Background: an optimization exercise with open tools, aiming at small area, a short achievable clock period and few clock cycles. Do not read the settings as production practice.
Function was checked by simulation only, so behaviour that the tests miss may differ from the original.
Power and IR drop assume default switching activity.

==> flow/design.v (excerpt) <==
module cpu(
        input Clk,
        input Reset_N,
        output i_readM,
        output i_writeM,
        output [15:0] i_address,
        input [15:0] i_data,
        output d_readM,
        output d_writeM,
        output [15:0] d_address,
        input [15:0] d_data_in,
        output [15:0] d_data_out,
        output reg [15:0] num_inst,
        output reg [15:0] output_port,
        output is_halted
);
==> flow/config.mk <==
export PLATFORM = sky130hd
export DESIGN_NAME = cpu
export DESIGN_NICKNAME = cpu
export VERILOG_FILES = /design/flow/design.v
export SDC_FILE = /design/flow/constraint.sdc
export NUM_CORES = 4
export LEC_CHECK = 0
export ABC_CLOCK_PERIOD_IN_PS = 3000
export CAP_MARGIN = 20
export CORE_MARGIN = 2
export CORE_UTILIZATION = 40
export SLEW_MARGIN = 20
==> flow/constraint.sdc <==
create_clock -name core_clock -period 12.0 [get_ports {Clk}]
set_input_delay 2.4000 -clock core_clock [delete_from_list [all_inputs] [get_ports {Clk}]]
set_output_delay 2.4000 -clock core_clock [all_outputs]
set_load 0.01 [all_outputs]
standard.sh (not shown) runs the stock make flow with config.mk's settings and CLKGATE_MAP_FILE= SYNTH_SCRIPT=/design/flow/synth_recipe.tcl, a recipe that flattens the netlist after the stock synthesis.
==> flow/flow/run.sh <==
#!/bin/bash
# The standard layout (the standard.sh: ORFS from synthesis to the final
# layout, with config.mk's settings), with one change: every repair_timing
# step aims at a setup slack of 8.5 ns at the design's clock period, so gate
# sizing and buffering work on the paths that set the period the design
# achieves. The SDC, the clock period and the synthesis are the standard ones.
# make's output goes to standard_flow.log; each ORFS step writes its own log
# under orfs/logs/.
set -euo pipefail
bash standard.sh SETUP_SLACK_MARGIN=8.5 finish > standard_flow.log 2>&1
The starting point produced a clean layout.
Testbench counts at the start, summed over its fixed seeds: cycles 39,466.
==> next run, changes <==
==> flow/run.sh (new file) <==
#!/bin/bash
# synth_recipe.tcl (not shown) runs the flow's synth.tcl, then flattens the netlist and writes it again
# the make line also repeats each setting of config.mk as NAME=value (left out here)
make -C /OpenROAD-flow-scripts/flow DESIGN_CONFIG=/design/flow/config.mk WORK_HOME=/design/flow/orfs CLKGATE_MAP_FILE= SYNTH_SCRIPT=/design/flow/synth_recipe.tcl finish
removed: flow/flow/run.sh
removed: flow/standard.sh
Die area is unchanged.
Global-route usage decreases by 0.96 points.
Power decreases by 6.4%.
Final area decreases by 9.0%.
First-iteration DRC count decreases by 4.3%.
Routed wire length decreases by 4.2%.
Synthesized cell count is unchanged.
Sequential power decreases by about 0.4%.
Clock skew increases by 0.0085 ns.
Synthesized area does not change.

========
== rev 12 ==
Another version of the RTL of cpu (not shown whole).
Size in the first run: ~1,300 cells after synthesis, about 190 flip-flops, about 120 I/O pins, ~11,000 um^2 of cells after synthesis.
==> flow/config.mk <==
export PLATFORM = sky130hd
export DESIGN_NAME = cpu
export DESIGN_NICKNAME = cpu
export VERILOG_FILES = /design/flow/design.v
export SDC_FILE = /design/flow/constraint.sdc
export NUM_CORES = 4
export LEC_CHECK = 0
export ABC_CLOCK_PERIOD_IN_PS = 3000
export CAP_MARGIN = 20
export CORE_MARGIN = 2
export CORE_UTILIZATION = 40
export SLEW_MARGIN = 20
==> flow/constraint.sdc <==
create_clock -name core_clock -period 12.0 [get_ports {Clk}]
set_input_delay 2.4000 -clock core_clock [delete_from_list [all_inputs] [get_ports {Clk}]]
set_output_delay 2.4000 -clock core_clock [all_outputs]
set_load 0.01 [all_outputs]
==> flow/flow/run.sh <==
#!/bin/bash
# The standard layout (the standard.sh: ORFS from synthesis to the final
# layout, with config.mk's settings), with one change: every repair_timing
# step aims at a setup slack of 8.5 ns at the design's clock period, so gate
# sizing and buffering work on the paths that set the period the design
# achieves. The SDC, the clock period and the synthesis are the standard ones.
# make's output goes to standard_flow.log; each ORFS step writes its own log
# under orfs/logs/.
set -euo pipefail
bash standard.sh SETUP_SLACK_MARGIN=8.5 finish > standard_flow.log 2>&1
Testbench counts of rev 12, summed over its fixed seeds: cycles 39,466.
### rev 12 -> rev 13
# rev 12
export LEC_CHECK = 0
export ABC_CLOCK_PERIOD_IN_PS = 3000
export CAP_MARGIN = 20
export CORE_MARGIN = 2
export CORE_UTILIZATION = 40
export SLEW_MARGIN = 20
create_clock -name core_clock -period 12.0 [get_ports {Clk}]
# rev 13
export LEC_CHECK = 0
export ABC_CLOCK_PERIOD_IN_PS = 1500
export CAP_MARGIN = 20
export CORE_MARGIN = 2
export CORE_UTILIZATION = 40
export SLEW_MARGIN = 20
create_clock -name core_clock -period 12.0 [get_ports {Clk}]
Findings:
Wire length delta (rev 13 -> rev 12): insignificant. ~same level count of the clock H-tree in rev 12 and rev 13. Comparing rev 12 against rev 13, there is no change at all in area added between synthesis and finish. Comparing rev 12 with rev 13, the via count came out essentially unchanged.

========
cpu, a different RTL version from the one above (not shown whole).
Settings: LEC_CHECK=0, ABC_CLOCK_PERIOD_IN_PS=1500, CAP_MARGIN=20, CORE_MARGIN=2, CORE_UTILIZATION=40, SLEW_MARGIN=20; clock period 12.0 ns.
==> flow/flow/run.sh <==
#!/bin/bash
# The standard layout (the standard.sh: ORFS from synthesis to the final
# layout, with config.mk's settings), with one change: every repair_timing
# step aims at a setup slack of 8.0 ns at the design's clock period, so gate
# sizing and buffering work on the paths that set the period the design
# achieves. The SDC, the clock period and the synthesis are the standard ones.
# make's output goes to standard_flow.log; each ORFS step writes its own log
# under orfs/logs/.
set -euo pipefail
bash standard.sh SETUP_SLACK_MARGIN=8.0 finish > standard_flow.log 2>&1
Testbench counts at the start, summed over its fixed seeds: cycles 39,466.
Then changed:
==> flow/flow/run.sh (replaced) <==
#!/bin/bash
# The standard layout (the standard.sh: ORFS from synthesis to the final
# layout, with config.mk's settings), with one change: every repair_timing
# step aims at a setup slack of 8.5 ns at the design's clock period, so gate
# sizing and buffering work on the paths that set the period the design
# achieves. The SDC, the clock period and the synthesis are the standard ones.
# make's output goes to standard_flow.log; each ORFS step writes its own log
# under orfs/logs/.
set -euo pipefail
bash standard.sh SETUP_SLACK_MARGIN=8.5 finish > standard_flow.log 2>&1
Count of clock-buffer cells in the layout rises by 3.
Final cell count grows by a few percent.
Non-clock buffer count grows by 51.
Clock skew goes down by 10 ps.
Wire length rises by a few percent.

========
Setup of north:
Another version of the RTL of cpu (not shown whole).
For scale: roughly 1300 cells after synthesis, about 190 flip-flops, ~120 I/O pins, roughly 11000 µm² of cells after synthesis.
## cpu
module cpu(
        input Clk,
        input Reset_N,
        output i_readM,
        output i_writeM,
        output [15:0] i_address,
        input [15:0] i_data,
        output d_readM,
        output d_writeM,
        output [15:0] d_address,
        input [15:0] d_data_in,
        output [15:0] d_data_out,
        output reg [15:0] num_inst,
        output reg [15:0] output_port,
        output is_halted
);
clock: 12.0 ns
lec_check: 0
abc_clock_period_in_ps: 1500
cap_margin: 20
core_margin: 2
core_utilization: 40
slew_margin: 20
==> flow/flow/run.sh <==
#!/bin/bash
# The standard layout (the standard.sh: ORFS from synthesis to the final
# layout, with config.mk's settings), with one change: every repair_timing
# step aims at a setup slack of 7.5 ns at the design's clock period, so gate
# sizing and buffering work on the paths that set the period the design
# achieves. The SDC, the clock period and the synthesis are the standard ones.
# make's output goes to standard_flow.log; each ORFS step writes its own log
# under orfs/logs/.
set -euo pipefail
bash standard.sh SETUP_SLACK_MARGIN=7.5 finish > standard_flow.log 2>&1
Testbench counts of north, summed over its fixed seeds: cycles 38,905.
Changes in south relative to north:
Settings: changing CORE_UTILIZATION from 40 to 55; setting CTS_BUF_LIST to sky130_fd_sc_hd__clkbuf_8 for the first time.
==> flow/flow/run.sh <==
#!/bin/bash
# The standard layout (the standard.sh: ORFS from synthesis to the final
# layout, with config.mk's settings), with two changes:
#  - every repair_timing step aims at a setup slack of 8.0 ns at the design's
#    clock period, so gate sizing and buffering work on the paths that set the
#    period the design achieves;
#  - the port buffers that buffer_ports puts on every input and output are
#    buf_1 cells (resized later as timing needs) instead of the delay-buffer
#    cells it picks by default.
# The SDC, the clock period and the synthesis are the standard ones.
# make's output goes to standard_flow.log; each ORFS step writes its own log
# under orfs/logs/.
set -euo pipefail
bash standard.sh SETUP_SLACK_MARGIN=8.0 "BUFFER_PORTS_ARGS=-buffer_cell sky130_fd_sc_hd__buf_1" finish > standard_flow.log 2>&1
## What came out
- Comparing north and south, total die area is lower on south.
- From north to south the numbers moved as follows: first-pass GRT wire length up 3.2%, fraction of cell area in non-clock buffers down 4.0 points, sum of routed wire length over all layers up about 6.4%, growth of design area from synthesis to finish down 7.4 points, detailed placement HPWL up 1.3 mm.
- Setup WNS north -> south: better
- Comparing the two runs side by side, south comes out behind north on via count.
- The weighted congestion at the end of routability-driven global placement reported for south is greater than that of north by about 5.4%.
- Going from north to south, final total power shrank by a little under 10%.
Edits applied to the flow inputs when going from south to east:
Settings: CTS_BUF_LIST: sky130_fd_sc_hd__clkbuf_8 -> unset; CORE_UTILIZATION: 55 -> 40.
==> flow/flow/run.sh <==
#!/bin/bash
# The standard layout (the standard.sh: ORFS from synthesis to the final
# layout, with config.mk's settings), with one change: every repair_timing
# step aims at a setup slack of 8.5 ns at the design's clock period, so gate
# sizing and buffering work on the paths that set the period the design
# achieves. The SDC, the clock period and the synthesis are the standard ones.
# make's output goes to standard_flow.log; each ORFS step writes its own log
# under orfs/logs/.
set -euo pipefail
bash standard.sh SETUP_SLACK_MARGIN=8.5 finish > standard_flow.log 2>&1
[summary]
- Share of the core filled with cells in the final layout (lower): east
- east vs south on setup slack: east is the higher one.
- Re wire length reported by the detailed router: east is 2.5% down on south.
- Compared south against east; sequential power within noise.
- Where peak ir drop on the vdd network is concerned, south is outperformed by east.
- Area growth from synthesis to layout | east above south
- east: global routing met1 resource utilization lower than south
For west, these inputs were changed with respect to east:
==> flow/flow/run.sh <==
#!/bin/bash
# The standard layout (the standard.sh: ORFS from synthesis to the final
# layout, with config.mk's settings), with two changes:
#  - every repair_timing step aims at a setup slack of 8.0 ns at the design's
#    clock period, so gate sizing and buffering work on the paths that set the
#    period the design achieves;
#  - the port buffers that buffer_ports puts on every input and output are
#    buf_1 cells (resized later as timing needs) instead of the delay-buffer
#    cells it picks by default.
# The SDC, the clock period and the synthesis are the standard ones.
# make's output goes to standard_flow.log; each ORFS step writes its own log
# under orfs/logs/.
set -euo pipefail
bash standard.sh SETUP_SLACK_MARGIN=8.0 "BUFFER_PORTS_ARGS=-buffer_cell sky130_fd_sc_hd__buf_1" finish > standard_flow.log 2>&1
- Min area of all placed cells without fillers across east and west: west
- east has higher global-route usage than west.
- The power share of the combinational group of west is lower than that of east.
- From east to west the numbers moved as follows: number of cells in the finished layout apart from fillers lost about 2%; fraction of standard cell area that is sequential picked up an extra 2.1 points; maximum vdd drop picked up an extra 0.031 mV; part of the total power dissipated in sequential elements picked up an extra 0.2 points.
- Number of buffer and inverter stages on the critical path: east and west compared, higher one is east
- west vs east: internal power contribution up slightly
- Going from east to west, fmax shrinks by 0.0044 GHz.

==> port drivers added, routing unchanged <==
The results above use ideal ports. As a check the final layouts listed here were re-extracted and re-timed, cells and wires unchanged.
Step 1: set_driving_cell puts a clkbuf_16 on Clk and a buf_2 on each other input, an assumption about the parent block.
Step 2 moves the port delays by t, midway between the first and last clock arrival at a register: inputs arrive t later, outputs are due t later. That takes back most of the time a late clock gives input paths.
a / b / c = ideal ports / drivers / drivers and shift; a / b = the first two.
run | t, ns | setup WS [ns] | worst hold slack (ns) | worst setup path after step 2 | worst register clock-pin slew, ns
the first run of note 1 | 0.492 | 8.217 / 8.217 / 7.802 | 0.499 / 0.499 / 0.499 | input to register | 0.09 / 0.09
the second run of note 1 | 0.486 | 7.279 / 7.279 / 7.000 | 0.531 / 0.531 / 0.531 | input to register | 0.09 / 0.09
rev 12 | 0.500 | 8.131 / 8.141 / 7.644 | 0.491 / 0.491 / 0.491 | input to register | 0.09 / 0.09
rev 13 | 0.500 | 8.131 / 8.141 / 7.644 | 0.491 / 0.491 / 0.491 | input to register | 0.09 / 0.09
the first run of note 3 | 0.497 | 7.970 / 7.969 / 7.472 | 0.525 / 0.525 / 0.525 | input to register | 0.09 / 0.09
the second run of note 3 | 0.490 | 8.047 / 8.060 / 7.570 | 0.479 / 0.479 / 0.479 | input to register | 0.08 / 0.08
north | 0.485 | 7.620 / 7.644 / 7.159 | 0.522 / 0.522 / 0.522 | input to register | 0.08 / 0.08
south | 0.514 | 8.060 / 8.064 / 7.550 | 0.541 / 0.541 / 0.541 | input to register | 0.11 / 0.11
east | 0.485 | 8.077 / 8.063 / 7.602 | 0.494 / 0.494 / 0.494 | input to register | 0.08 / 0.08
west | 0.487 | 8.007 / 8.009 / 7.522 | 0.518 / 0.518 / 0.518 | input to register | 0.08 / 0.08
After both steps every run listed still meets setup and hold. For south, which loses most, drivers alone change the setup slack by +0.004 ns; drivers and shift together by -0.510 ns.
